This design comes from an exercise in tuning for small area, a short achievable clock period and few clock cycles on the open sky130 flow, not from production work.
The RTL was checked by simulation tests, not by an equivalence proof against the original design.
Power is estimated from default activity; no workload was simulated.

<file path="design/flow/config.mk">
export PLATFORM = sky130hd
export DESIGN_NAME = rsa_encrypt
export DESIGN_NICKNAME = rsa_encrypt
export VERILOG_FILES = /design/flow/design.v
export SDC_FILE = /design/flow/constraint.sdc
export NUM_CORES = 4
export LEC_CHECK = 0
export CAP_MARGIN = 20
export CORE_MARGIN = 2
export CORE_UTILIZATION = 40
export CTS_BUF_LIST = sky130_fd_sc_hd__clkbuf_4 sky130_fd_sc_hd__clkbuf_8
export SETUP_SLACK_MARGIN = 3.6
export SLEW_MARGIN = 20
export TNS_END_PERCENT = 30
</file>
<file path="design/flow/design.v">
module rsa_encrypt
(
  input wire clk,
  input wire rst,
  input wire [12:0] data,
  input wire [2:0] input_data_type,
  output wire [15:0] output_data,
  output wire ready
);
    reg [12:0] n;
    reg [12:0] e;
    reg [7:0]  m;
    reg [12:0] acc;
    reg [12:0] p;
    reg [3:0]  idx;
    reg [3:0]  eidx;
    reg        wbit;
    reg        op_mul;
    reg        busy;
    reg        start;    
    reg        prep;     
    assign ready = ~busy;
    assign output_data = {3'b000, acc};
    function [3:0] msb13(input [12:0] w);
        integer i;
        begin
            msb13 = 4'd0;
            for (i = 1; i < 13; i = i + 1)
                if (w[i]) msb13 = i[3:0];
        end
    endfunction
    function below13(input [12:0] w);
        integer i;
        begin
            below13 = w[0];
            for (i = 1; i < 13; i = i + 1)
                if (w[i]) below13 = w[i-1];
        end
    endfunction
    wire [3:0] msbe  = msb13(e);
    wire [3:0] msbm  = msb13({5'b00000, m});
    wire [3:0] msba  = msb13(acc);
    wire [3:0] msbd  = msb13({5'b00000, data[7:0]});
    wire       m_gt1 = (msbm != 4'd0);
    wire       a_gt1 = (msba != 4'd0);
    wire       d_gt1 = (msbd != 4'd0);
    wire [15:0] a2  = {2'b00, p, 1'b0};
    wire [15:0] ba  = wbit ? {3'b000, acc} : 16'd0;
    wire [15:0] nn1 = ~{3'b000, n};
    wire [15:0] nn2 = ~{2'b00, n, 1'b0};
    wire [15:0] x1  = a2 ^ ba ^ nn1;
    wire [15:0] c1  = (a2 & ba) | (a2 & nn1) | (ba & nn1);
    wire [15:0] x2  = a2 ^ ba ^ nn2;
    wire [15:0] c2  = (a2 & ba) | (a2 & nn2) | (ba & nn2);
    wire [15:0] s   = a2 + ba;
    wire [15:0] d1  = x1 + {c1[14:0], 1'b1};
    wire [15:0] d2  = x2 + {c2[14:0], 1'b1};
    wire        ge2 = ~d2[15];
    wire        ge1 = ~d1[15];
    wire [12:0] pn  = ge2 ? d2[12:0] : (ge1 ? d1[12:0] : s[12:0]);
    wire accept   = ready & (input_data_type == 3'd1);
    wire e_one    = (msbe == 4'd0);
    wire last     = (idx == 4'd0);
    wire next_mul = ~op_mul & e[eidx] & m_gt1;
    wire [3:0]  idx1 = idx - 4'd1;
    wire [12:0] w    = op_mul ? {5'b00000, m} : acc;
    wire reduce   = start & ({5'b00000, m} >= n);
    wire finish   = ~reduce & ~prep & last & ~next_mul & (eidx == 4'd0);
    always @(posedge clk) begin
        if (rst) begin
            n     <= 13'd3233;
            e     <= 13'd17;
            busy  <= 1'b0;
            start <= 1'b0;
            prep  <= 1'b0;
        end else if (~busy) begin
            if (input_data_type == 3'd2) n <= data;
            if (input_data_type == 3'd3) e <= data;
            if (accept & ~e_one) begin
                busy  <= 1'b1;
                start <= 1'b1;
            end
        end else begin
            start <= 1'b0;
            prep  <= ~reduce & ~prep & last & ~next_mul & (eidx != 4'd0);
            if (finish)
                busy <= 1'b0;
        end
    end
    always @(posedge clk) begin
        if (~busy) begin
            if (accept) begin
                m   <= data[7:0];
                acc <= {5'b00000, data[7:0]};
            end
        end else if (reduce) begin
            acc <= 13'd1;
        end else if (~prep & last) begin
            acc <= pn;
        end
    end
    always @(posedge clk) begin
        if (~busy) begin
            op_mul <= 1'b0;
            eidx   <= msbe - 4'd1;
        end else if (reduce) begin
            op_mul <= 1'b1;
            eidx   <= msbe;
        end else if (~prep & last) begin
            op_mul <= next_mul;
            if (~next_mul)
                eidx <= eidx - 4'd1;
        end
    end
    always @(posedge clk) begin
        p    <= pn;
        idx  <= idx1;
        wbit <= w[idx1];
        if (~busy) begin
            p    <= d_gt1 ? {5'b00000, data[7:0]} : 13'd0;
            idx  <= d_gt1 ? msbd - 4'd1 : 4'd0;
            wbit <= below13({5'b00000, data[7:0]});
        end else if (reduce) begin
            p    <= 13'd0;
            idx  <= msbm;
            wbit <= 1'b1;
        end else if (prep) begin
            p    <= a_gt1 ? acc : 13'd0;
            idx  <= a_gt1 ? msba - 4'd1 : 4'd0;
            wbit <= below13(acc);
        end else if (last & next_mul) begin
            p    <= pn;
            idx  <= msbm - 4'd1;
            wbit <= below13({5'b00000, m});
        end
    end
endmodule
</file>
<file path="design/flow/constraint.sdc">
create_clock -name core_clock -period 7.0 [get_ports {clk}]
set_input_delay 1.4000 -clock core_clock [delete_from_list [all_inputs] [get_ports {clk}]]
set_output_delay 1.4000 -clock core_clock [all_outputs]
set_load 0.01 [all_outputs]
</file>
<file path="design/flow/flow/run.sh">
#!/bin/bash
# Standard layout, with the port buffers made of buf_1 cells instead of the
# automatically chosen delay buffers. The whole make output goes to
# standard_make.log; ORFS's own per-step logs are under orfs/logs/.
set -euo pipefail
bash standard.sh "BUFFER_PORTS_ARGS=-buffer_cell sky130_fd_sc_hd__buf_1" finish > standard_make.log 2>&1
</file>
<file path="design/flow/standard.sh">
#!/bin/bash
# synth_recipe.tcl (not shown) runs the flow's synth.tcl, then flattens the netlist and writes it again
# the make line also repeats each setting of config.mk as NAME=value (left out here)
make -C /OpenROAD-flow-scripts/flow DESIGN_CONFIG=/design/flow/config.mk WORK_HOME=/design/flow/orfs CLKGATE_MAP_FILE= SYNTH_SCRIPT=/design/flow/synth_recipe.tcl "${@:-finish}"
</file>
==> impl_metrics.prom, run 1 <==
# TYPE chip_impl_metric gauge
chip_impl_metric{name="numPortBuffers",unit=""} 31
chip_impl_metric{name="hpwl",unit="µm"} 15000
chip_impl_metric{name="endpoint_arrival_time_on_the_critical_path",unit="ns"} 3.51
chip_impl_metric{name="met1_length",unit="µm"} 9440
chip_impl_metric{name="vdd_drop_max",unit="V"} 0.000120
chip_impl_metric{name="finalMaxSlewViolations",unit=""} 0
chip_impl_metric{name="dr.first_iter.drc_count",unit=""} 546
chip_impl_info{name="tritoncts",value="done"} 1
chip_impl_metric{name="route.detailed.vias_per_inst",unit=""} 5.76
chip_impl_metric{name="p_seq_share",unit="%"} 28.3
chip_impl_metric{name="num_vias",unit=""} 5989
chip_impl_metric{name="seq_area",unit="µm²"} 1720
chip_impl_metric{name="finish.utilization",unit="%"} 45.8
chip_impl_metric{name="cts_inserted_buffers",unit=""} 9
chip_impl_metric{name="final_period_minus_worst_setup_slack",unit="ns"} 3.38
chip_impl_metric{name="critPathMaxFanout",unit=""} 4
chip_impl_metric{name="core.rowCount",unit=""} 46
chip_impl_metric{name="finalSetupTns",unit="ns"} 0
chip_impl_info{name="criticalPathCategory",value="reg -> reg"} 1
chip_impl_metric{name="grt_first_pass_wirelength",unit="µm"} 31000
chip_impl_metric{name="boundaryPins",unit=""} 35
chip_impl_metric{name="timing.final.crit_share",unit="%"} 48.3
chip_impl_metric{name="setup_violations",unit=""} 0
chip_impl_metric{name="async_flop_share",unit="%"} 0
chip_impl_metric{name="worstSkewPairLatency",unit="ns"} 0.38
chip_impl_metric{name="finish.instance_area",unit="µm²"} 7330
chip_impl_metric{name="max_slew_margin",unit="%"} 47.3
chip_impl_metric{name="leakage_dissipation",unit="nW"} 2.98
chip_impl_metric{name="gr-usage-all-layers",unit="%"} 22.6
chip_impl_metric{name="p_clk_share",unit="%"} 17.3
chip_impl_metric{name="drt-wirelength-per-cell",unit="µm"} 19.3
chip_impl_metric{name="fmax",unit="MHz"} 296
chip_impl_metric{name="floorplan.core_area",unit="µm²"} 16000
chip_impl_info{name="routed.top_layer",value="met4"} 1
chip_impl_metric{name="met3_length",unit="µm"} 1440
chip_impl_metric{name="placement.cell_area",unit="µm²"} 6880
chip_impl_metric{name="p_sw_share",unit="%"} 43.8
chip_impl_metric{name="internal_pwr_total",unit="mW"} 1.02
chip_impl_metric{name="power.density",unit="nW/µm²"} 249
chip_impl_metric{name="antenna_found_initial",unit=""} 0
chip_impl_metric{name="multi_input_comb_area",unit="µm²"} 4610
chip_impl_metric{name="cts_clk_pin_slew_worst_paths",unit="ns"} 0.09
chip_impl_metric{name="final_hold_viol_count",unit=""} 0
chip_impl_info{name="rsz0062_at_grt",value="true"} 1
chip_impl_metric{name="syn_avg_cell_area",unit="µm²"} 8.40
chip_impl_metric{name="grt_max_degree",unit=""} 30
chip_impl_metric{name="synthDistinctLibCells",unit=""} 76
chip_impl_metric{name="post_cts_hold_buffer_count",unit=""} 0
chip_impl_info{name="clock-root-buffer",value="clkbuf_8"} 1
chip_impl_metric{name="gate_count_after_technology_mapping",unit=""} 786
chip_impl_metric{name="synth_seq_area_share",unit="%"} 25.9
chip_impl_metric{name="power.share.combinational",unit="%"} 54.4
chip_impl_metric{name="antenna_violating_nets_post_route",unit=""} 0
chip_impl_metric{name="clockBufferDepth",unit=""} 2
chip_impl_metric{name="firstDrtPassIters",unit=""} 5
chip_impl_metric{name="fin_worst_skew",unit="ns"} 0.0134
chip_impl_metric{name="worst-slew-pin-transition",unit="ns"} 0.782
chip_impl_metric{name="area_growth_syn_to_layout",unit="%"} 11.1
chip_impl_metric{name="first_global_vias",unit=""} 5634
chip_impl_metric{name="die_y_extent",unit="µm"} 132
chip_impl_metric{name="route.met2.wl",unit="µm"} 8780
chip_impl_metric{name="synth-seq-cells",unit=""} 73
chip_impl_info{name="hold_path.class",value="reg -> reg"} 1
chip_impl_metric{name="maxCapViolCount",unit=""} 0
chip_impl_metric{name="crit_required",unit="ns"} 7.13
chip_impl_metric{name="global_route.overflow_total",unit=""} 0
chip_impl_metric{name="clkSinkCount",unit=""} 73
chip_impl_metric{name="h-tree-depth",unit=""} 3
chip_impl_metric{name="final_layout_size_suffix_gt1_share",unit="%"} 10.3
chip_impl_metric{name="wirelength",unit="µm"} 20100
chip_impl_info{name="run_status",value="no timing/DRC/antenna violations"} 1
chip_impl_info{name="kind_of_start_point_of_the_critical_path",value="register"} 1
chip_impl_metric{name="floorplan.initialDensity",unit="%"} 41.3
chip_impl_metric{name="place_congestion",unit=""} 0.920
chip_impl_metric{name="synth.yosys.warnings",unit=""} 1
chip_impl_metric{name="fp.dieW",unit="µm"} 132
chip_impl_metric{name="netlist_area",unit="µm²"} 6600
chip_impl_metric{name="switching_power",unit="mW"} 0.798
chip_impl_info{name="yosys_most_used_dff",value="dfxtp_1"} 1
chip_impl_metric{name="diodes",unit=""} 0
chip_impl_metric{name="synth_enable_flop_cells",unit=""} 25
chip_impl_metric{name="die_area",unit="µm²"} 17500
chip_impl_metric{name="nNetsFinal",unit=""} 919
chip_impl_metric{name="num-fill-cells",unit=""} 1641
chip_impl_metric{name="drt_drc_violations_left",unit=""} 0
chip_impl_info{name="timing.critical_path.to_type",value="register"} 1
[metrics by stage]
step	instances	power, mW	worst slack, ns	hold slack (ns)
after CTS	1033	1.74	3.58	0.470
final	1040	1.82	3.62	0.467
after global placement	1007	1.40	3.21	0.444
after floorplan	788	1.19	3.66	0.433
after global routing	1040	1.94	3.49	0.491
after detailed placement	1007	1.40	3.15	0.456
[flip-flops by register name (all words and copies together), names as in the netlist]
register,cells
acc,13
e,13
n,13
p,13
m,8
eidx,4
idx,4
busy,1
op_mul,1
prep,1
start,1
wbit,1
[power by group through the flow]
stage	clock network (mW)	registers [mW]	logic (mW)
finish	0.315	0.516	0.990
global route	0.333	0.522	1.09
CTS	0.320	0.516	0.901
detailed placement	0	0.530	0.870
global placement	0	0.530	0.867
floorplan	0	0.510	0.678
[synthesized netlist by cell type, types with 11 or more instances]
cell      count  share of area (%)
nand2_1      87                4.9
ha_1         55                 10
o21ai_0      29                2.2
nor2b_1      11                1.0
a21oi_1      66                5.0
and2_1       14                1.3
xnor2_1      18                2.4
xor2_1       12                1.6
clkbuf_1     22                1.3
inv_1        74                4.2
o21ai_1      16                1.2
edfxtp_1     25                 11
fa_1         27                8.2
nor2_1       62                3.5
nor3_1       23                1.7
dfxtp_1      48                 15
a21o_1       11                1.3
[final cells by class]
type | count | area share [%]
multi-input cells | 609 | 62.9
flip-flops and latches | 73 | 23.4
clock buffers | 9 | 1.69
inverters | 74 | 3.79
repair buffers | 52 | 3.75
well taps | 216 | 3.69
clock inverters | 7 | 0.717
[critical path: stages, from the launching register on]
cell and delay (ns):
edfxtp_1 0.40, and2_2 0.25, fa_1 0.47, ha_1 0.35
nor2b_1 0.16, o31a_1 0.34, o211a_1 0.27, o2111a_1 0.26
a311oi_2 0.22, o211ai_1 0.20, and3_1 0.22
[cells in the final DEF (no fill, tap or decap), types with 5 or more instances in the layout]
cell | netlist | final
a211o_1 | 8 | 8
inv_1 | 74 | 74
o21ai_0 | 29 | 28
fa_1 | 27 | 27
dfxtp_1 | 48 | 45
o211ai_1 | 9 | 9
buf_1 | 1 | 31
a21oi_1 | 66 | 64
buf_4 | 3 | 19
and2_1 | 14 | 13
or3_1 | 5 | 5
a21o_1 | 11 | 10
ha_1 | 55 | 55
o22ai_1 | 8 | 7
clkbuf_8 | 0 | 9
a211oi_1 | 10 | 8
and3_1 | 8 | 7
nor3_1 | 23 | 23
mux4_2 | 5 | 5
edfxtp_1 | 25 | 25
nand3_1 | 10 | 10
xor2_1 | 12 | 12
o21a_1 | 5 | 5
nor2b_1 | 11 | 11
nor2_1 | 62 | 60
mux2i_1 | 6 | 5
nand2_1 | 87 | 86
o21bai_1 | 8 | 8
a32oi_1 | 5 | 5
xnor2_1 | 18 | 18
o31ai_1 | 8 | 8
o21ai_1 | 16 | 12
[path summary, 6_finish.rpt]
path	to	startpoint	slack [ns]	cells past startpoint
worst max register to register	acc[12]	acc[2]	3.62	10
worst min register to register	n[2]	n[2]	0.47	2
worst max-delay path	acc[12]	acc[2]	3.62	10
worst min-delay path	n[2]	n[2]	0.47	2
[kinds of logic after synthesis]
family / synth area share, %
AO/OA/AOI/OAI: 23.2
XOR/XNOR: 3.98
other: 0.0568
flip-flops: 25.9
multiplexers: 4.49
adder cells (fa/ha/maj): 18.6
AND/OR/NAND/NOR: 17.2
buffers and inverters: 6.48
[layer usage]
metal	vias up	global-route usage [%]
li1	2876	-
met1	2823	33.3
met2	247	33.3
met3	43	4.60
met4	0	7.11
met5	-	0
[repair_timing]
| item | in CTS | in global routing |
|---|---|---|
| gates resized for setup | 10 | 26 |
| setup endpoints to repair | 26 | 40 |
| buffers inserted | 10 | 5 |
| endpoints found under the hold margin | 0 | 0 |
| gates cloned | 0 | 2 |
| pin swaps | 0 | 7 |
Testbench counts, summed over its fixed seeds: cycles 37,062.
==> run 2, diff against run 1 <==
--- a/design/flow/config.mk
+++ b/design/flow/config.mk
@@ -11,4 +11,3 @@
 export CTS_BUF_LIST = sky130_fd_sc_hd__clkbuf_4 sky130_fd_sc_hd__clkbuf_8
-export SETUP_SLACK_MARGIN = 3.6
+export SETUP_SLACK_MARGIN = 3.65
 export SLEW_MARGIN = 20
-export TNS_END_PERCENT = 30
==> impl_metrics.prom, run 2 <==
# TYPE chip_impl_metric gauge
chip_impl_metric{name="async_flop_share",unit="%"} 0
chip_impl_metric{name="hpwl",unit="µm"} 15000
chip_impl_metric{name="p_sw_share",unit="%"} 43.5
chip_impl_metric{name="cts_clk_pin_slew_worst_paths",unit="ns"} 0.09
chip_impl_metric{name="firstDrtPassIters",unit=""} 6
chip_impl_metric{name="drt-wirelength-per-cell",unit="µm"} 19.5
chip_impl_info{name="synth_top_family_by_area",value="compound AO/OA/AOI/OAI gates"} 1
chip_impl_metric{name="gate_count_after_technology_mapping",unit=""} 786
chip_impl_info{name="timing.critical_path.to_type",value="register"} 1
chip_impl_metric{name="synth_enable_flop_cells",unit=""} 25
chip_impl_metric{name="synth_compound_gate_area_share",unit="%"} 23.2
chip_impl_metric{name="synth-seq-cells",unit=""} 73
chip_impl_metric{name="finalSetupTns",unit="ns"} 0
chip_impl_metric{name="crit_path_max_incr_delay",unit="ns"} 0.57
chip_impl_metric{name="endpoint_arrival_time_on_the_critical_path",unit="ns"} 3.44
chip_impl_metric{name="netlist_area",unit="µm²"} 6600
chip_impl_metric{name="max_slew_margin",unit="%"} 48.4
chip_impl_metric{name="fp.dieW",unit="µm"} 132
chip_impl_metric{name="setup_violations",unit=""} 0
chip_impl_metric{name="post_cts_hold_buffer_count",unit=""} 0
chip_impl_metric{name="synthDistinctLibCells",unit=""} 76
chip_impl_info{name="tritoncts",value="done"} 1
chip_impl_metric{name="die_y_extent",unit="µm"} 132
chip_impl_metric{name="cts_inserted_buffers",unit=""} 9
chip_impl_metric{name="crit_required",unit="ns"} 7.12
chip_impl_metric{name="boundaryPins",unit=""} 35
chip_impl_metric{name="floorplan.initialDensity",unit="%"} 41.3
chip_impl_info{name="yosys-top-cells-count",value="87 x nand2_1, 74 x inv_1, 66 x a21oi_1, 62 x nor2_1, 55 x ha_1"} 1
chip_impl_metric{name="h-tree-depth",unit=""} 3
chip_impl_metric{name="core.rowCount",unit=""} 46
chip_impl_metric{name="power.density",unit="nW/µm²"} 252
chip_impl_metric{name="p_clk_share",unit="%"} 16.5
chip_impl_info{name="synth_area_leaders",value="dfxtp_1 15%, edfxtp_1 11%, ha_1 10%, fa_1 8.2%, a21oi_1 5.0%"} 1
chip_impl_metric{name="fin_cells",unit=""} 1047
chip_impl_metric{name="switching_power",unit="mW"} 0.827
chip_impl_metric{name="syn_avg_cell_area",unit="µm²"} 8.40
chip_impl_info{name="crit_path_top_delay_cell",value="fa_2"} 1
chip_impl_info{name="most_frequent_standard_cell_in_the_layout_excluding_fill_and_tap_cells",value="nand2_1"} 1
chip_impl_metric{name="antenna_violating_nets_post_route",unit=""} 0
chip_impl_metric{name="dpl_worst_slack",unit="ns"} 3.15
chip_impl_metric{name="num_vias",unit=""} 6037
chip_impl_info{name="clock-root-buffer",value="clkbuf_8"} 1
chip_impl_metric{name="clkSinkCount",unit=""} 73
chip_impl_metric{name="synth.yosys.warnings",unit=""} 1
chip_impl_info{name="run_status",value="no timing/DRC/antenna violations"} 1
chip_impl_metric{name="route.detailed.vias_per_inst",unit=""} 5.77
chip_impl_metric{name="final_layout_size_suffix_gt1_share",unit="%"} 14.7
chip_impl_info{name="layout_common_cells",value="85 x nand2_1, 73 x inv_1, 61 x a21oi_1"} 1
chip_impl_metric{name="internal_pwr_total",unit="mW"} 1.08
chip_impl_metric{name="leakage_dissipation",unit="nW"} 3.04
chip_impl_metric{name="vdd_drop_max",unit="V"} 0.000120
chip_impl_metric{name="xor_xnor_fraction_of_synth_area",unit="%"} 3.98
chip_impl_metric{name="floorplan.core_area",unit="µm²"} 16000
chip_impl_metric{name="yosysTopAreaCellShare",unit="%"} 14.6
chip_impl_metric{name="critPathMaxFanout",unit=""} 4
chip_impl_metric{name="gr-usage-all-layers",unit="%"} 22.7
chip_impl_metric{name="p_seq_share",unit="%"} 27.1
chip_impl_metric{name="post-place-cells",unit=""} 1007
chip_impl_metric{name="antenna_found_initial",unit=""} 0
chip_impl_metric{name="first_global_vias",unit=""} 5637
chip_impl_metric{name="synth_simple_gate_area_share",unit="%"} 17.2
chip_impl_metric{name="final.hold.worst_slack",unit="ns"} 0.467
chip_impl_metric{name="maxCapViolCount",unit=""} 0
chip_impl_info{name="hold_path.class",value="reg -> reg"} 1
chip_impl_info{name="timing.critical_path.cells",value="and2_4 > fa_2 > ha_4 > nor2b_4 > o31a_1 > o211a_1 > o2111a_1 > a311oi_2 > o211ai_1 > and3_1"} 1
chip_impl_metric{name="fmax",unit="MHz"} 302
chip_impl_info{name="criticalPathCategory",value="reg -> reg"} 1
chip_impl_info{name="netlist.top_cell.by_area",value="dfxtp_1"} 1
chip_impl_metric{name="global_route.overflow_total",unit=""} 0
chip_impl_metric{name="synth_mux_area_share",unit="%"} 4.49
chip_impl_info{name="synthMostInstantiatedCell",value="nand2_1"} 1
chip_impl_metric{name="grt_max_degree",unit=""} 30
chip_impl_info{name="kind_of_start_point_of_the_critical_path",value="register"} 1
chip_impl_metric{name="clockBufferDepth",unit=""} 2
chip_impl_metric{name="grt_first_pass_wirelength",unit="µm"} 31100
chip_impl_metric{name="fin_worst_skew",unit="ns"} 0.0137
chip_impl_metric{name="area_growth_syn_to_layout",unit="%"} 14.4
chip_impl_metric{name="finalMaxSlewViolations",unit=""} 0
chip_impl_metric{name="die_area",unit="µm²"} 17500
chip_impl_metric{name="dr.first_iter.drc_count",unit=""} 586
chip_impl_metric{name="final_period_minus_worst_setup_slack",unit="ns"} 3.32
chip_impl_metric{name="numPortBuffers",unit=""} 31
chip_impl_metric{name="timing.final.crit_share",unit="%"} 47.4
chip_impl_metric{name="worstSkewPairLatency",unit="ns"} 0.37
chip_impl_metric{name="synth_seq_area_share",unit="%"} 25.9
chip_impl_metric{name="wirelength",unit="µm"} 20500
chip_impl_metric{name="power.share.combinational",unit="%"} 56.4
chip_impl_metric{name="drt_drc_violations_left",unit=""} 0
chip_impl_info{name="rsz0062_at_grt",value="true"} 1
chip_impl_metric{name="place_congestion",unit=""} 0.920
chip_impl_metric{name="final.setup.worst_slack",unit="ns"} 3.68
chip_impl_metric{name="diodes",unit=""} 0
chip_impl_metric{name="final_hold_viol_count",unit=""} 0
chip_impl_metric{name="post_synth_fa_ha_maj_area_fraction",unit="%"} 18.6
chip_impl_metric{name="nNetsFinal",unit=""} 926
chip_impl_info{name="yosys_most_used_dff",value="dfxtp_1"} 1
chip_impl_metric{name="worst-slew-pin-transition",unit="ns"} 0.766
## run 2: cell counts after synthesis
Identical to the previous run, type by type.
## run 2: cells by family after synthesis
| group | count (synthesis) |
|---|---|
| and+or+nand+nor | 243 |
| adders and majority gates | 82 |
| AOI/OAI and AO/OA | 232 |
| buffers and inverters | 107 |
| other | 1 |
| DFF | 73 |
| xor gates and xnor gates | 30 |
| muxes | 18 |
## run 2: final cells by class
cell class / count / area [µm²]
fill: 1611 / 8450
multi-input combinational: 609 / 4780
sequential: 73 / 1720
timing repair buffer: 59 / 334
inverter: 74 / 278
tap: 216 / 270
clock buffer: 9 / 124
clock inverter: 7 / 52.6
## run 2: power groups by stage
| stage | sequential (mW) | clock, mW | combinational (mW) |
|---|---|---|---|
| 6_report | 0.516 | 0.314 | 1.07 |
| 5_1_grt | 0.521 | 0.331 | 1.17 |
| 4_1_cts | 0.516 | 0.320 | 0.917 |
| 3_5_place_dp | 0.530 | 0 | 0.870 |
| 3_3_place_gp | 0.530 | 0 | 0.867 |
| 2_1_floorplan | 0.510 | 0 | 0.678 |
## run 2: worst paths after layout
path	startpoint	end	slack (ns)	cells after the start
min	n[1]	n[1]	0.47	2
min reg2reg	n[1]	n[1]	0.47	2
max	acc[2]	acc[12]	3.68	10
max reg2reg	acc[2]	acc[12]	3.68	10
## run 2: per-layer routing
| metal | share of wire, % | global-route usage [%] |
|---|---|---|
| met5 | 0 | 0 |
| met4 | 2.4 | 6.99 |
| met3 | 7.4 | 4.56 |
| met2 | 43 | 33.5 |
| met1 | 47 | 33.3 |
## run 2: timing repair
action	CTS	global route
hold endpoints to repair	0	0
setup endpoints to repair	26	40
resized for setup	18	60
setup buffers	11	10
gates cloned	0	3
pin swaps	2	18
## run 2: metrics by stage
stage	power (mW)	util [%]	cell area, µm²
finish	1.90	47.2	7550
CTS	1.75	45.1	7220
global placement	1.40	43.0	6880
detailed placement	1.40	43.0	6880
floorplan	1.19	-	6610
global route	2.02	47.2	7550
## run 2: worst max-delay path, delay by kind of cell, from the launching register on
family | cells | cell delay [ns]
compound gates | 5 | 1.32
fa+ha+maj | 2 | 0.79
simple gates | 3 | 0.55
flops | 1 | 0.41
==> run 3, diff against run 2 <==
--- a/design/flow/config.mk
+++ b/design/flow/config.mk
@@ -11,3 +11,4 @@
 export CTS_BUF_LIST = sky130_fd_sc_hd__clkbuf_4 sky130_fd_sc_hd__clkbuf_8
-export SETUP_SLACK_MARGIN = 3.65
+export SETUP_SLACK_MARGIN = 3.8
 export SLEW_MARGIN = 20
+export TNS_END_PERCENT = 5
==> impl_metrics.prom, run 3 <==
# TYPE chip_impl_metric gauge
chip_impl_metric{name="crit_required",unit="ns"} 7.11
chip_impl_metric{name="dr.first_iter.drc_count",unit=""} 588
chip_impl_metric{name="diodes",unit=""} 0
chip_impl_metric{name="grt_first_pass_wirelength",unit="µm"} 31700
chip_impl_metric{name="hpwl",unit="µm"} 14500
chip_impl_metric{name="core.rowCount",unit=""} 46
chip_impl_metric{name="power.share.combinational",unit="%"} 53.7
chip_impl_metric{name="p_sw_share",unit="%"} 41.1
chip_impl_metric{name="finalMaxSlewViolations",unit=""} 0
chip_impl_metric{name="first_global_vias",unit=""} 5615
chip_impl_metric{name="netlist_area",unit="µm²"} 6600
chip_impl_metric{name="worstSkewPairLatency",unit="ns"} 0.36
chip_impl_metric{name="critPathMaxFanout",unit=""} 7
chip_impl_metric{name="final.hold.worst_slack",unit="ns"} 0.460
chip_impl_metric{name="max_slew_margin",unit="%"} 44.1
chip_impl_metric{name="cts_inserted_buffers",unit=""} 9
chip_impl_metric{name="clockBufferDepth",unit=""} 2
chip_impl_metric{name="synthDistinctLibCells",unit=""} 76
chip_impl_metric{name="setup_violations",unit=""} 0
chip_impl_metric{name="floorplan.initialDensity",unit="%"} 41.3
chip_impl_info{name="kind_of_start_point_of_the_critical_path",value="register"} 1
chip_impl_metric{name="cts_clk_pin_slew_worst_paths",unit="ns"} 0.08
chip_impl_metric{name="place_congestion",unit=""} 0.894
chip_impl_metric{name="drt-wirelength-per-cell",unit="µm"} 19.1
chip_impl_metric{name="boundaryPins",unit=""} 35
chip_impl_metric{name="fin_worst_skew",unit="ns"} 0.0124
chip_impl_metric{name="num_vias",unit=""} 6037
chip_impl_info{name="synthMostInstantiatedCell",value="nand2_1"} 1
chip_impl_info{name="criticalPathCategory",value="reg -> reg"} 1
chip_impl_metric{name="worst-slew-pin-transition",unit="ns"} 0.829
chip_impl_metric{name="clkSinkCount",unit=""} 73
chip_impl_metric{name="maxCapViolCount",unit=""} 0
chip_impl_metric{name="fp.dieW",unit="µm"} 132
chip_impl_metric{name="numPortBuffers",unit=""} 31
chip_impl_metric{name="final_hold_viol_count",unit=""} 0
chip_impl_metric{name="internal_pwr_total",unit="mW"} 1.15
chip_impl_metric{name="p_clk_share",unit="%"} 19.8
chip_impl_metric{name="gate_count_after_technology_mapping",unit=""} 786
chip_impl_metric{name="final_period_minus_worst_setup_slack",unit="ns"} 3.45
chip_impl_metric{name="synth-seq-cells",unit=""} 73
chip_impl_metric{name="power.density",unit="nW/µm²"} 258
chip_impl_metric{name="yosysTopAreaCellShare",unit="%"} 14.6
chip_impl_metric{name="h-tree-depth",unit=""} 3
chip_impl_info{name="rsz0062_at_grt",value="true"} 1
chip_impl_metric{name="global_route.overflow_total",unit=""} 0
chip_impl_metric{name="synth_seq_area_share",unit="%"} 25.9
chip_impl_info{name="hold_path.class",value="reg -> reg"} 1
chip_impl_metric{name="timing.final.crit_share",unit="%"} 49.2
chip_impl_info{name="yosys-top-cells-count",value="87 x nand2_1, 74 x inv_1, 66 x a21oi_1, 62 x nor2_1, 55 x ha_1"} 1
chip_impl_info{name="tritoncts",value="done"} 1
chip_impl_metric{name="switching_power",unit="mW"} 0.801
chip_impl_metric{name="synth.yosys.warnings",unit=""} 1
chip_impl_info{name="netlist.top_cell.by_area",value="dfxtp_1"} 1
chip_impl_metric{name="firstDrtPassIters",unit=""} 5
chip_impl_metric{name="endpoint_arrival_time_on_the_critical_path",unit="ns"} 3.56
chip_impl_metric{name="drt_drc_violations_left",unit=""} 0
chip_impl_metric{name="nNetsFinal",unit=""} 932
chip_impl_info{name="yosys_most_used_dff",value="dfxtp_1"} 1
chip_impl_info{name="timing.critical_path.to_type",value="register"} 1
chip_impl_metric{name="area_growth_syn_to_layout",unit="%"} 14.7
chip_impl_metric{name="synth_enable_flop_cells",unit=""} 25
chip_impl_metric{name="route.detailed.vias_per_inst",unit=""} 5.74
chip_impl_metric{name="antenna_violating_nets_post_route",unit=""} 0
chip_impl_metric{name="async_flop_share",unit="%"} 0
chip_impl_info{name="run_status",value="no timing/DRC/antenna violations"} 1
chip_impl_metric{name="die_area",unit="µm²"} 17500
chip_impl_metric{name="wirelength",unit="µm"} 20100
chip_impl_info{name="most_frequent_standard_cell_in_the_layout_excluding_fill_and_tap_cells",value="nand2_1"} 1
chip_impl_metric{name="vdd_drop_max",unit="V"} 0.000130
chip_impl_info{name="clock-root-buffer",value="clkbuf_8"} 1
chip_impl_metric{name="grt_max_degree",unit=""} 30
chip_impl_info{name="synth_area_leaders",value="dfxtp_1 15%, edfxtp_1 11%, ha_1 10%, fa_1 8.2%, a21oi_1 5.0%"} 1
chip_impl_info{name="layout_common_cells",value="86 x nand2_1, 74 x inv_1, 63 x a21oi_1"} 1
chip_impl_metric{name="fmax",unit="MHz"} 290
chip_impl_metric{name="floorplan.core_area",unit="µm²"} 16000
chip_impl_metric{name="syn_avg_cell_area",unit="µm²"} 8.40
chip_impl_metric{name="final_layout_size_suffix_gt1_share",unit="%"} 12.4
chip_impl_metric{name="p_seq_share",unit="%"} 26.5
chip_impl_metric{name="leakage_dissipation",unit="nW"} 3.07
chip_impl_metric{name="die_y_extent",unit="µm"} 132
chip_impl_metric{name="antenna_found_initial",unit=""} 0
chip_impl_metric{name="gr-usage-all-layers",unit="%"} 23.0
chip_impl_metric{name="finalSetupTns",unit="ns"} 0
## run 3: worst paths after layout
check	startpoint	to	slack, ns	depth (start not counted)
setup / recovery	wbit	acc[9]	3.55	13
hold / removal	n[1]	n[1]	0.46	2
setup reg to reg	wbit	acc[9]	3.55	13
hold reg to reg	n[1]	n[1]	0.46	2
## run 3: cell families (layout without fill, tap and decap cells)
logic type	count (synthesis)	after routing	synth area share, %
simple gates	243	243	17.2
compound gates	232	234	23.2
buf+inv	107	153	6.48
fa+ha+maj	82	82	18.6
flops	73	73	25.9
xor+xnor	30	30	3.98
mux	18	18	4.49
other cells	1	3	0.0568
## run 3: power groups by stage
| stage | registers [mW] | logic, mW | clock network, mW |
|---|---|---|---|
| finish | 0.516 | 1.05 | 0.386 |
| global route | 0.522 | 1.15 | 0.406 |
| CTS | 0.516 | 1.01 | 0.386 |
| detailed placement | 0.531 | 0.855 | 0 |
| global placement | 0.531 | 0.853 | 0 |
| floorplan | 0.510 | 0.684 | 0 |
## run 3: layer usage
layer  part of all wire (%)  GRT usage (%)
met1                     48           34.3
met5                      0              0
met2                     44           35.2
met4                    1.2           3.94
met3                    6.9           4.18
## run 3: metrics by stage
step	power, mW	worst slack, ns	cell area, µm²	utilization (%)	cells
floorplan	1.19	3.79	6620	-	788
global placement	1.38	2.94	6880	43.0	1006
detailed placement	1.39	2.90	6880	43.0	1006
CTS	1.91	3.68	7490	46.8	1045
global route	2.08	3.42	7570	47.3	1052
finish	1.95	3.55	7570	47.3	1052
## run 3: area by class of cell
type | instances | area (µm²)
Fill cell | 1606 | 8430
Tap cell | 216 | 270
Multi-Input combinational cell | 610 | 4700
Timing Repair Buffer | 64 | 379
Sequential cell | 73 | 1720
Inverter | 74 | 278
Clock inverter | 4 | 77.6
Clock buffer | 11 | 145
## run 3: worst max-delay path: stages, from the launching register on
cell and delay [ns]:
dfxtp_4 0.40, buf_6 0.14, and2_4 0.16, fa_2 0.46
ha_4 0.30, a211oi_4 0.06, o211ai_1 0.45, a31oi_4 0.23
buf_6 0.17, o21ai_4 0.27, buf_6 0.15, mux2i_1 0.18
mux2_4 0.19, nor2_1 0.04
## run 3: repair_timing
item,CTS,global route
hold buffers,0,0
endpoints found under the setup margin,40,41
gates cloned,2,0
gates resized for setup,47,4
setup buffers,22,6
pin swaps,16,9
==> run 4, diff against run 3 <==
--- a/design/flow/config.mk
+++ b/design/flow/config.mk
@@ -11,3 +11,3 @@
 export CTS_BUF_LIST = sky130_fd_sc_hd__clkbuf_4 sky130_fd_sc_hd__clkbuf_8
-export SETUP_SLACK_MARGIN = 3.8
+export SETUP_SLACK_MARGIN = 4.0
 export SLEW_MARGIN = 20
==> impl_metrics.prom, run 4 <==
# TYPE chip_impl_metric gauge
chip_impl_info{name="run_status",value="no timing/DRC/antenna violations"} 1
chip_impl_metric{name="syn_avg_cell_area",unit="µm²"} 8.40
chip_impl_metric{name="route.met2.wl",unit="µm"} 9380
chip_impl_metric{name="worstSkewPairLatency",unit="ns"} 0.36
chip_impl_metric{name="crit_required",unit="ns"} 7.09
chip_impl_info{name="whs_endpoint",value="n[2]"} 1
chip_impl_metric{name="drt_drc_violations_left",unit=""} 0
chip_impl_metric{name="r2r_cells",unit=""} 14
chip_impl_metric{name="power.density",unit="nW/µm²"} 251
chip_impl_info{name="hold_path.class",value="reg -> reg"} 1
chip_impl_info{name="kind_of_start_point_of_the_critical_path",value="register"} 1
chip_impl_metric{name="synth-seq-cells",unit=""} 73
chip_impl_metric{name="finalMaxSlewViolations",unit=""} 0
chip_impl_info{name="critical-path-top-delay-family",value="compound AO/OA/AOI/OAI gates"} 1
chip_impl_metric{name="finish.instance_area",unit="µm²"} 7620
chip_impl_metric{name="max_slew_margin",unit="%"} 29.1
chip_impl_metric{name="r2r_slack",unit="ns"} 3.71
chip_impl_metric{name="placement.cell_area",unit="µm²"} 7010
chip_impl_info{name="rsz0062_at_grt",value="true"} 1
chip_impl_metric{name="fin_cells",unit=""} 1056
chip_impl_metric{name="area_growth_syn_to_layout",unit="%"} 15.4
chip_impl_info{name="yosys_most_used_dff",value="dfxtp_1"} 1
chip_impl_metric{name="synth_seq_area_share",unit="%"} 25.9
chip_impl_info{name="routed.top_layer",value="met4"} 1
chip_impl_info{name="netlist.top_cell.by_area",value="dfxtp_1"} 1
chip_impl_metric{name="gr-usage-all-layers",unit="%"} 23.2
chip_impl_metric{name="fin_worst_skew",unit="ns"} 0.0105
chip_impl_info{name="yosys-top-cells-count",value="87 x nand2_1, 74 x inv_1, 66 x a21oi_1, 62 x nor2_1, 55 x ha_1"} 1
chip_impl_metric{name="setup_violations",unit=""} 0
chip_impl_info{name="most_frequent_standard_cell_in_the_layout_excluding_fill_and_tap_cells",value="nand2_1"} 1
chip_impl_info{name="criticalPathCategory",value="reg -> reg"} 1
chip_impl_info{name="tritoncts",value="done"} 1
chip_impl_metric{name="grt_max_degree",unit=""} 30
chip_impl_metric{name="met3_length",unit="µm"} 1430
chip_impl_metric{name="synth_enable_flop_cells",unit=""} 25
chip_impl_metric{name="boundaryPins",unit=""} 35
chip_impl_metric{name="fp.dieW",unit="µm"} 132
chip_impl_metric{name="gate_count_after_technology_mapping",unit=""} 786
chip_impl_metric{name="h-tree-depth",unit=""} 3
chip_impl_metric{name="core.rowCount",unit=""} 46
chip_impl_metric{name="netlist_area",unit="µm²"} 6600
chip_impl_info{name="crit-reg2reg-capture",value="acc[11]"} 1
chip_impl_info{name="rr_startpoint",value="wbit"} 1
chip_impl_metric{name="grt_first_pass_wirelength",unit="µm"} 32000
chip_impl_info{name="timing.critical_path.cells",value="and2_1 > inv_1 > fa_1 > inv_1 > ha_1 > a21oi_2 > o211ai_1 > a31oi_4 > buf_4 > buf_4 > xnor2_1 > a21oi_1 > o31a_1 > nor3_2"} 1
chip_impl_metric{name="drt-wirelength-per-cell",unit="µm"} 19.5
chip_impl_metric{name="clockBufferDepth",unit=""} 2
chip_impl_metric{name="first_global_vias",unit=""} 5858
chip_impl_metric{name="cts_clk_pin_slew_worst_paths",unit="ns"} 0.08
chip_impl_info{name="source_of_the_worst_hold_timing_path",value="n[2]"} 1
chip_impl_metric{name="endpoint_arrival_time_on_the_critical_path",unit="ns"} 3.38
chip_impl_metric{name="post-place-cells",unit=""} 1006
chip_impl_metric{name="path_buf_inv",unit=""} 4
chip_impl_metric{name="synth.yosys.warnings",unit=""} 1
chip_impl_metric{name="num_vias",unit=""} 6126
chip_impl_info{name="synth_area_leaders",value="dfxtp_1 15%, edfxtp_1 11%, ha_1 10%, fa_1 8.2%, a21oi_1 5.0%"} 1
chip_impl_metric{name="antenna_found_initial",unit=""} 0
chip_impl_metric{name="hpwl",unit="µm"} 15100
chip_impl_info{name="clock-root-buffer",value="clkbuf_8"} 1
chip_impl_metric{name="firstDrtPassIters",unit=""} 5
chip_impl_metric{name="hold_depth",unit=""} 2
chip_impl_metric{name="final_hold_viol_count",unit=""} 0
chip_impl_info{name="layout_common_cells",value="84 x nand2_1, 74 x inv_1, 62 x a21oi_1"} 1
chip_impl_metric{name="cts_inserted_buffers",unit=""} 9
chip_impl_metric{name="place_congestion",unit=""} 0.915
chip_impl_metric{name="synthDistinctLibCells",unit=""} 76
chip_impl_metric{name="final_layout_size_suffix_gt1_share",unit="%"} 13.9
chip_impl_metric{name="dr.first_iter.drc_count",unit=""} 519
chip_impl_metric{name="leakage_dissipation",unit="nW"} 3.08
chip_impl_metric{name="finalSetupTns",unit="ns"} 0
chip_impl_metric{name="vdd_drop_max",unit="V"} 0.000143
chip_impl_metric{name="async_flop_share",unit="%"} 0
chip_impl_metric{name="yosysTopAreaCellShare",unit="%"} 14.6
chip_impl_metric{name="crit_path_max_incr_delay",unit="ns"} 0.48
chip_impl_metric{name="route.detailed.vias_per_inst",unit=""} 5.80
chip_impl_metric{name="maxCapViolCount",unit=""} 0
chip_impl_metric{name="fmax",unit="MHz"} 304
chip_impl_info{name="timing.critical_path.to_type",value="register"} 1
chip_impl_metric{name="antenna_violating_nets_post_route",unit=""} 0
chip_impl_metric{name="die_y_extent",unit="µm"} 132
chip_impl_metric{name="numPortBuffers",unit=""} 31
chip_impl_metric{name="floorplan.initialDensity",unit="%"} 41.3
chip_impl_metric{name="diodes",unit=""} 0
chip_impl_metric{name="final_period_minus_worst_setup_slack",unit="ns"} 3.29
chip_impl_metric{name="timing.final.crit_share",unit="%"} 47.0
chip_impl_metric{name="global_route.overflow_total",unit=""} 0
chip_impl_metric{name="nNetsFinal",unit=""} 935
chip_impl_metric{name="floorplan.core_area",unit="µm²"} 16000
chip_impl_metric{name="critPathMaxFanout",unit=""} 9
chip_impl_info{name="crit_path_top_delay_cell",value="fa_1"} 1
chip_impl_metric{name="die_area",unit="µm²"} 17500
chip_impl_metric{name="clkSinkCount",unit=""} 73
chip_impl_metric{name="worst-slew-pin-transition",unit="ns"} 1.06
chip_impl_metric{name="wirelength",unit="µm"} 20600
chip_impl_metric{name="met1_length",unit="µm"} 9530
chip_impl_info{name="synthMostInstantiatedCell",value="nand2_1"} 1
run 4: cell counts after synthesis:
No cell type changed its count.
run 4: metrics by stage:
step                total power, mW  utilization (%)  hold WS (ns)  setup WS [ns]
finish                         1.91             47.6         0.457           3.71
global route                   2.04             47.6         0.504           3.62
CTS                            1.85             46.6         0.459           3.71
detailed placement             1.46             43.8         0.448           3.04
global placement               1.45             43.8         0.443           3.11
floorplan                      1.25                -         0.433           3.93
run 4: worst reg2reg max path: stages (launching register included):
cell	delay (ns)
dfxtp_4	0.44
and2_1	0.17
inv_1	0.07
fa_1	0.49
inv_1	0.05
ha_1	0.32
a21oi_2	0.18
o211ai_1	0.20
a31oi_4	0.29
buf_4	0.19
buf_4	0.11
xnor2_1	0.07
a21oi_1	0.17
o31a_1	0.21
nor3_2	0.07
run 4: worst max path at each step:
stage,from,endpoint,slack (ns),depth (start not counted)
detailed placement,wbit,acc[4],3.04,10
CTS,acc[2],acc[12],3.71,10
global route,acc[1],acc[12],3.62,11
finish,wbit,acc[11],3.71,14
floorplan,acc[9],acc[10],3.93,13
global placement,wbit,acc[4],3.11,10
run 4: cell type report:
class | count | area [µm²]
clock inverters | 6 | 42.5
well taps | 216 | 270
clock buffers | 10 | 131
fillers | 1642 | 8380
multi-input cells | 610 | 4780
flip-flops and latches | 73 | 1720
repair buffers | 67 | 399
inverters | 74 | 278
run 4: routing by layer:
metal  GRT usage, %  up-vias
li1               -     2916
met1           33.0     2953
met2           36.5      235
met3           4.44       22
met4           5.14        0
met5              0        -
run 4: what timing repair did:
action,CTS,global route
hold buffers,0,0
setup endpoints to repair,46,49
pin swaps,9,7
resized for setup,19,17
gates cloned,1,1
setup buffers,22,10
run 4: kinds of logic after synthesis:
family | after synthesis | synth area share, %
other cells | 1 | 0.0568
compound gates | 232 | 23.2
buf+inv | 107 | 6.48
simple gates | 243 | 17.2
xor+xnor | 30 | 3.98
flops | 73 | 25.9
fa+ha+maj | 82 | 18.6
mux | 18 | 4.49
run 4: power breakdown:
part           internal [mW]  total [mW]  switching [mW]
Combinational          0.480        1.09           0.610
Clock                  0.132       0.306           0.173
Sequential             0.474       0.517          0.0427
==> run 5, diff against run 4 <==
--- a/design/flow/config.mk
+++ b/design/flow/config.mk
@@ -11,3 +11,3 @@
 export CTS_BUF_LIST = sky130_fd_sc_hd__clkbuf_4 sky130_fd_sc_hd__clkbuf_8
-export SETUP_SLACK_MARGIN = 4.0
+export SETUP_SLACK_MARGIN = 3.7
 export SLEW_MARGIN = 20
==> impl_metrics.prom, run 5 <==
# TYPE chip_impl_metric gauge
chip_impl_metric{name="path_buf_inv",unit=""} 3
chip_impl_metric{name="dr.first_iter.drc_count",unit=""} 665
chip_impl_metric{name="critPathMaxFanout",unit=""} 10
chip_impl_metric{name="antenna_violating_nets_post_route",unit=""} 0
chip_impl_metric{name="floorplan.initialDensity",unit="%"} 41.3
chip_impl_metric{name="route.detailed.vias_per_inst",unit=""} 5.83
chip_impl_metric{name="leakage_dissipation",unit="nW"} 3.05
chip_impl_metric{name="numPortBuffers",unit=""} 31
chip_impl_info{name="crit_path_top_delay_cell",value="edfxtp_1"} 1
chip_impl_info{name="synth_area_leaders",value="dfxtp_1 15%, edfxtp_1 11%, ha_1 10%, fa_1 8.2%, a21oi_1 5.0%"} 1
chip_impl_metric{name="multi_input_comb_area",unit="µm²"} 4760
chip_impl_metric{name="crit_path_max_incr_delay",unit="ns"} 0.59
chip_impl_metric{name="synth-seq-cells",unit=""} 73
chip_impl_info{name="run_status",value="no timing/DRC/antenna violations"} 1
chip_impl_metric{name="hpwl",unit="µm"} 15000
chip_impl_info{name="synthMostInstantiatedCell",value="nand2_1"} 1
chip_impl_metric{name="dpl_worst_slack",unit="ns"} 2.86
chip_impl_metric{name="cts_clk_pin_slew_worst_paths",unit="ns"} 0.08
chip_impl_metric{name="vdd_drop_max",unit="V"} 0.000148
chip_impl_metric{name="wirelength",unit="µm"} 20800
chip_impl_metric{name="num_vias",unit=""} 6100
chip_impl_metric{name="drt_drc_violations_left",unit=""} 0
chip_impl_metric{name="finish.utilization",unit="%"} 47.3
chip_impl_metric{name="synth.yosys.warnings",unit=""} 1
chip_impl_metric{name="finish.instance_area",unit="µm²"} 7570
chip_impl_metric{name="firstDrtPassIters",unit=""} 5
chip_impl_info{name="tritoncts",value="done"} 1
chip_impl_metric{name="synth_seq_area_share",unit="%"} 25.9
chip_impl_metric{name="final_hold_viol_count",unit=""} 0
chip_impl_metric{name="async_flop_share",unit="%"} 0
chip_impl_metric{name="global_route.overflow_total",unit=""} 0
chip_impl_metric{name="core.rowCount",unit=""} 46
chip_impl_metric{name="seq_area",unit="µm²"} 1720
chip_impl_metric{name="final_layout_size_suffix_gt1_share",unit="%"} 13.4
chip_impl_info{name="critical-path-top-delay-family",value="adder cells"} 1
chip_impl_metric{name="floorplan.core_area",unit="µm²"} 16000
chip_impl_metric{name="antenna_found_initial",unit=""} 0
chip_impl_metric{name="synthDistinctLibCells",unit=""} 76
chip_impl_metric{name="boundaryPins",unit=""} 35
chip_impl_metric{name="first_global_vias",unit=""} 5670
chip_impl_metric{name="final.setup.worst_slack",unit="ns"} 3.60
chip_impl_metric{name="grt_max_degree",unit=""} 30
chip_impl_metric{name="final_period_minus_worst_setup_slack",unit="ns"} 3.40
chip_impl_info{name="busiest_layer",value="met2"} 1
chip_impl_metric{name="nNetsFinal",unit=""} 926
chip_impl_info{name="yosys-top-cells-count",value="87 x nand2_1, 74 x inv_1, 66 x a21oi_1, 62 x nor2_1, 55 x ha_1"} 1
chip_impl_metric{name="maxCapViolCount",unit=""} 0
chip_impl_metric{name="netlist_area",unit="µm²"} 6600
chip_impl_metric{name="worst-slew-pin-transition",unit="ns"} 0.815
chip_impl_metric{name="power.density",unit="nW/µm²"} 260
chip_impl_metric{name="synth_enable_flop_cells",unit=""} 25
chip_impl_metric{name="worstSkewPairLatency",unit="ns"} 0.37
chip_impl_metric{name="h-tree-depth",unit=""} 3
chip_impl_info{name="rsz0062_at_grt",value="true"} 1
chip_impl_metric{name="max_slew_margin",unit="%"} 45.5
chip_impl_metric{name="clkSinkCount",unit=""} 73
chip_impl_metric{name="die_area",unit="µm²"} 17500
chip_impl_metric{name="place_congestion",unit=""} 0.954
chip_impl_metric{name="fin_worst_skew",unit="ns"} 0.0131
chip_impl_info{name="yosys_most_used_dff",value="dfxtp_1"} 1
chip_impl_metric{name="fmax",unit="MHz"} 294
chip_impl_metric{name="gate_count_after_technology_mapping",unit=""} 786
chip_impl_info{name="most_frequent_standard_cell_in_the_layout_excluding_fill_and_tap_cells",value="nand2_1"} 1
chip_impl_info{name="layout_common_cells",value="83 x nand2_1, 74 x inv_1, 61 x nor2_1, 61 x a21oi_1, 51 x ha_1"} 1
chip_impl_info{name="kind_of_start_point_of_the_critical_path",value="register"} 1
chip_impl_metric{name="met1_usage",unit="%"} 33.3
chip_impl_metric{name="post_cts_hold_buffer_count",unit=""} 0
chip_impl_metric{name="num-fill-cells",unit=""} 1602
chip_impl_info{name="timing.critical_path.cells",value="and2_1 > inv_1 > fa_1 > inv_1 > ha_1 > nand2_1 > o21ai_4 > buf_6 > mux2i_2 > mux2i_1 > o21ai_1 > a22o_1"} 1
chip_impl_metric{name="drt-wirelength-per-cell",unit="µm"} 19.9
chip_impl_metric{name="area_growth_syn_to_layout",unit="%"} 14.7
chip_impl_metric{name="diodes",unit=""} 0
chip_impl_info{name="netlist.top_cell.by_area",value="dfxtp_1"} 1
chip_impl_info{name="timing.critical_path.to_type",value="register"} 1
chip_impl_info{name="critPathMostFrequentCell",value="inv_1"} 1
chip_impl_metric{name="finalMaxSlewViolations",unit=""} 0
chip_impl_metric{name="grtUsageMet3",unit="%"} 5.63
chip_impl_metric{name="placement.cell_area",unit="µm²"} 6880
chip_impl_metric{name="syn_avg_cell_area",unit="µm²"} 8.40
chip_impl_metric{name="groute.layer.met2.usage",unit="%"} 35.2
chip_impl_metric{name="crit_required",unit="ns"} 7.30
chip_impl_metric{name="endpoint_arrival_time_on_the_critical_path",unit="ns"} 3.70
chip_impl_metric{name="fp.dieW",unit="µm"} 132
chip_impl_metric{name="gr-usage-all-layers",unit="%"} 23.4
chip_impl_metric{name="cts_inserted_buffers",unit=""} 9
chip_impl_info{name="criticalPathCategory",value="reg -> reg"} 1
chip_impl_metric{name="grt_first_pass_wirelength",unit="µm"} 32000
chip_impl_info{name="clock-root-buffer",value="clkbuf_8"} 1
chip_impl_metric{name="setup_violations",unit=""} 0
chip_impl_metric{name="die_y_extent",unit="µm"} 132
chip_impl_metric{name="finalSetupTns",unit="ns"} 0
chip_impl_metric{name="yosysTopAreaCellShare",unit="%"} 14.6
chip_impl_metric{name="timing.final.crit_share",unit="%"} 48.5
chip_impl_metric{name="clockBufferDepth",unit=""} 2
chip_impl_info{name="hold_path.class",value="reg -> reg"} 1
-- run 5: cell counts after synthesis --
Identical to the previous run, type by type.
-- run 5: timing repair --
action,CTS,global route
pin swaps,2,13
resized for setup,17,45
hold endpoints to repair,0,0
gates cloned,1,2
setup endpoints to repair,40,41
buffers inserted,15,6
-- run 5: through the flow --
step	hold slack (ns)	cells	total power, mW
after floorplan	0.433	788	1.19
after global placement	0.444	1006	1.40
after detailed placement	0.448	1006	1.40
after CTS	0.461	1038	1.85
after global routing	0.480	1047	2.09
final	0.455	1047	1.97
-- run 5: final timing paths --
path,slack [ns],cells past startpoint,to,start
hold / removal,0.46,2,n[1],n[1]
setup / recovery,3.60,12,p[1],acc[12]
setup reg to reg,3.60,12,p[1],acc[12]
hold reg to reg,0.46,2,n[1],n[1]
-- run 5: cell families after synthesis --
kind of cell	after synthesis	synth area share, %
AND/OR/NAND/NOR	243	17.2
AO/OA/AOI/OAI	232	23.2
buffers and inverters	107	6.48
adder cells (fa/ha/maj)	82	18.6
flip-flops	73	25.9
XOR/XNOR	30	3.98
multiplexers	18	4.49
other	1	0.0568
-- run 5: metal layers --
layer	wire [µm]	part of all wire, %
met5	0	0
met4	403	1.9
met2	9270	44
met1	9420	45
met3	1750	8.4
-- run 5: layout make-up --
type | instances | share of cell area (%)
clock inverters | 5 | 1.14
inverters | 74 | 3.67
clock buffers | 11 | 1.92
repair buffers | 57 | 4.16
well taps | 216 | 3.57
multi-input cells | 611 | 62.9
flip-flops and latches | 73 | 22.7
-- run 5: power breakdown --
group | internal [mW] | switching [mW]
Combinational | 0.443 | 0.613
Sequential | 0.474 | 0.0416
Clock | 0.218 | 0.177
-- run 5: worst register-to-register path, delay by kind of cell, from the launching register on --
kind	cells	cell delay, ns
AOI/OAI and AO/OA	3	0.58
adders and majority gates	2	0.94
buffers and inverters	3	0.31
DFF	1	0.59
muxes	2	0.36
and+or+nand+nor	2	0.55
==> run 6, diff against run 5 <==
--- a/design/flow/config.mk
+++ b/design/flow/config.mk
@@ -11,3 +11,3 @@
 export CTS_BUF_LIST = sky130_fd_sc_hd__clkbuf_4 sky130_fd_sc_hd__clkbuf_8
-export SETUP_SLACK_MARGIN = 3.7
+export SETUP_SLACK_MARGIN = 3.5
 export SLEW_MARGIN = 20
==> impl_metrics.prom, run 6 <==
# TYPE chip_impl_metric gauge
chip_impl_metric{name="setup_violations",unit=""} 0
chip_impl_metric{name="fin_cells",unit=""} 1040
chip_impl_metric{name="finalSetupTns",unit="ns"} 0
chip_impl_info{name="synthMostInstantiatedCell",value="nand2_1"} 1
chip_impl_metric{name="r2r_cells",unit=""} 10
chip_impl_metric{name="async_flop_share",unit="%"} 0
chip_impl_metric{name="fp.dieW",unit="µm"} 132
chip_impl_metric{name="max_slew_margin",unit="%"} 43.6
chip_impl_metric{name="crit_required",unit="ns"} 7.12
chip_impl_metric{name="netlist_area",unit="µm²"} 6600
chip_impl_metric{name="antenna_violating_nets_post_route",unit=""} 0
chip_impl_metric{name="post_cts_hold_buffer_count",unit=""} 0
chip_impl_info{name="criticalPathCategory",value="reg -> reg"} 1
chip_impl_metric{name="nNetsFinal",unit=""} 919
chip_impl_info{name="crit-reg2reg-capture",value="acc[12]"} 1
chip_impl_metric{name="final_hold_viol_count",unit=""} 0
chip_impl_metric{name="critPathMaxFanout",unit=""} 4
chip_impl_metric{name="final_layout_size_suffix_gt1_share",unit="%"} 8.74
chip_impl_metric{name="numPortBuffers",unit=""} 31
chip_impl_metric{name="internal_pwr_total",unit="mW"} 0.999
chip_impl_metric{name="timing.final.crit_share",unit="%"} 48.8
chip_impl_info{name="yosys_most_used_dff",value="dfxtp_1"} 1
chip_impl_metric{name="gr-usage-all-layers",unit="%"} 22.5
chip_impl_metric{name="dr.first_iter.drc_count",unit=""} 546
chip_impl_metric{name="clockBufferDepth",unit=""} 2
chip_impl_metric{name="finalMaxSlewViolations",unit=""} 0
chip_impl_info{name="yosys-top-cells-count",value="87 x nand2_1, 74 x inv_1, 66 x a21oi_1, 62 x nor2_1, 55 x ha_1"} 1
chip_impl_metric{name="die_area",unit="µm²"} 17500
chip_impl_info{name="worst_setup_path_startpoint",value="acc[2]"} 1
chip_impl_info{name="rsz0062_at_grt",value="true"} 1
chip_impl_metric{name="floorplan.core_area",unit="µm²"} 16000
chip_impl_metric{name="worst-path-stages",unit=""} 10
chip_impl_metric{name="area_growth_syn_to_layout",unit="%"} 10.0
chip_impl_info{name="synth_area_leaders",value="dfxtp_1 15%, edfxtp_1 11%, ha_1 10%, fa_1 8.2%, a21oi_1 5.0%"} 1
chip_impl_metric{name="crit_path_max_incr_delay",unit="ns"} 0.47
chip_impl_metric{name="path_buf_inv",unit=""} 0
chip_impl_metric{name="clkSinkCount",unit=""} 73
chip_impl_metric{name="fmax",unit="MHz"} 292
chip_impl_info{name="rr_startpoint",value="acc[2]"} 1
chip_impl_info{name="worst_setup_path_endpoint",value="acc[12]"} 1
chip_impl_metric{name="wirelength",unit="µm"} 20000
chip_impl_info{name="run_status",value="no timing/DRC/antenna violations"} 1
chip_impl_info{name="timing.critical_path.cells",value="and2_2 > fa_1 > ha_1 > nor2b_1 > o31a_1 > o211a_1 > o2111a_1 > a311oi_1 > o211ai_1 > and3_1"} 1
chip_impl_metric{name="fin_worst_skew",unit="ns"} 0.0117
chip_impl_info{name="hold_path.class",value="reg -> reg"} 1
chip_impl_metric{name="leakage_dissipation",unit="nW"} 2.96
chip_impl_metric{name="route.detailed.vias_per_inst",unit=""} 5.77
chip_impl_metric{name="firstDrtPassIters",unit=""} 5
chip_impl_metric{name="r2r_slack",unit="ns"} 3.58
chip_impl_metric{name="worst-slew-pin-transition",unit="ns"} 0.825
chip_impl_info{name="crit_path_top_delay_cell",value="fa_1"} 1
chip_impl_metric{name="vdd_drop_max",unit="V"} 0.000120
chip_impl_info{name="tritoncts",value="done"} 1
chip_impl_metric{name="yosysTopAreaCellShare",unit="%"} 14.6
chip_impl_metric{name="antenna_found_initial",unit=""} 0
chip_impl_metric{name="place_congestion",unit=""} 0.920
chip_impl_metric{name="dpl_worst_slack",unit="ns"} 3.15
chip_impl_metric{name="final.setup.worst_slack",unit="ns"} 3.58
chip_impl_metric{name="syn_avg_cell_area",unit="µm²"} 8.40
chip_impl_metric{name="drt_drc_violations_left",unit=""} 0
chip_impl_metric{name="hpwl",unit="µm"} 15000
chip_impl_info{name="clock-root-buffer",value="clkbuf_8"} 1
chip_impl_metric{name="maxCapViolCount",unit=""} 0
chip_impl_metric{name="synth_seq_area_share",unit="%"} 25.9
chip_impl_info{name="most_frequent_standard_cell_in_the_layout_excluding_fill_and_tap_cells",value="nand2_1"} 1
chip_impl_metric{name="grt_max_degree",unit=""} 30
chip_impl_metric{name="post-place-cells",unit=""} 1007
chip_impl_metric{name="power.share.combinational",unit="%"} 53.2
chip_impl_metric{name="global_route.overflow_total",unit=""} 0
chip_impl_metric{name="synth_enable_flop_cells",unit=""} 25
chip_impl_metric{name="switching_power",unit="mW"} 0.773
-- run 6: cell counts after synthesis --
No cell type changed its count.
-- run 6: timing repair --
action                                  in CTS  in global routing
endpoints found under the setup margin      25                 39
setup buffers                                5                 10
gates cloned                                 0                  2
resized for setup                            7                 13
pin swaps                                    0                  3
-- run 6: area by class of cell --
| class | instances | area, µm² | share of cell area (%) |
|---|---|---|---|
| multi-input combinational | 609 | 4550 | 62.6 |
| sequential | 73 | 1720 | 23.6 |
| inverter | 74 | 278 | 3.82 |
| timing repair buffer | 52 | 275 | 3.79 |
| tap | 216 | 270 | 3.72 |
| clock buffer | 9 | 124 | 1.71 |
| clock inverter | 7 | 52.6 | 0.723 |
-- run 6: worst register-to-register path, stage by stage (launching register included) --
cell and delay [ns]:
edfxtp_1 0.40, and2_2 0.25, fa_1 0.47, ha_1 0.35, nor2b_1 0.16, o31a_1 0.29, o211a_1 0.29, o2111a_1 0.25
a311oi_1 0.27, o211ai_1 0.22, and3_1 0.23
-- run 6: routing by layer --
layer,wire (µm),vias to the layer above,track usage [%]
li1,-,2875,-
met1,9410,2815,33.6
met2,8550,267,32.8
met3,1470,42,4.18
met5,0,-,0
met4,515,0,6.93
-- run 6: how the worst min path moves through the flow --
stage / start / end / cells past startpoint
2_1_floorplan: e[0] / e[0] / 2
3_3_place_gp: n[2] / n[2] / 2
3_5_place_dp: n[1] / n[1] / 2
4_1_cts: n[2] / n[2] / 2
5_1_grt: e[1] / e[1] / 2
6_report: n[2] / n[2] / 2
-- run 6: stage by stage --
| stage | hold WS [ns] | total power, mW | instance area [µm²] | util (%) |
|---|---|---|---|---|
| floorplan | 0.433 | 1.19 | 6610 | - |
| global placement | 0.444 | 1.40 | 6880 | 43.0 |
| detailed placement | 0.456 | 1.40 | 6880 | 43.0 |
| CTS | 0.470 | 1.73 | 7130 | 44.5 |
| global route | 0.491 | 1.90 | 7260 | 45.4 |
| finish | 0.466 | 1.77 | 7260 | 45.4 |
-- run 6: cells by family (layout without fill, tap and decap cells) --
family,count (synthesis),in the layout,share of synthesized area (%)
fa+ha+maj,82,82,18.6
simple gates,243,243,17.2
xor+xnor,30,30,3.98
mux,18,18,4.49
compound gates,232,233,23.2
other cells,1,3,0.0568
flops,73,73,25.9
buf+inv,107,142,6.48
-- run 6: power groups by stage --
stage | clock network (mW) | registers, mW | logic, mW
3_5_place_dp | 0 | 0.530 | 0.870
5_1_grt | 0.331 | 0.522 | 1.04
2_1_floorplan | 0 | 0.510 | 0.678
3_3_place_gp | 0 | 0.530 | 0.867
6_report | 0.312 | 0.517 | 0.943
4_1_cts | 0.320 | 0.519 | 0.892

==> re-timing with driven ports <==
How much do the figures lean on ideal ports? The routed layouts below were timed once more, with nothing changed but the port constraints. Step 1 (the two cells are an assumption about what drives the block):
set clk [get_ports {clk}]
set_driving_cell -lib_cell sky130_fd_sc_hd__clkbuf_16 $clk
set_driving_cell -lib_cell sky130_fd_sc_hd__buf_2 [delete_from_list [all_inputs] $clk]
Step 2 adds t to the input delays and takes it off the output delays; t is the mean of the earliest and latest rising clock arrival at the registers after step 1. Input paths then give back, and output paths get back, about the clock's delay inside the block. Slacks: no drivers / after step 1 / after step 2; pairs: no drivers / after step 1.
run	shift t [ns]	setup slack, ns	worst setup path after step 2	worst data-port slew with drivers (ns)
run 1	0.409	3.617 / 3.617 / 3.502	input to register	0.03
run 2	0.405	3.685 / 3.685 / 3.488	input to register	0.03
run 3	0.390	3.554 / 3.554 / 3.463	input to register	0.03
run 4	0.393	3.709 / 3.709 / 3.440	input to register	0.03
run 5	0.394	3.604 / 3.604 / 3.377	input to register	0.04
run 6	0.404	3.581 / 3.581 / 3.518	input to register	0.03
After both steps setup and hold are still met in every run listed. The setup slack of run 4, which loses most, moves by 0.000 ns with the drivers and by -0.269 ns with both steps.
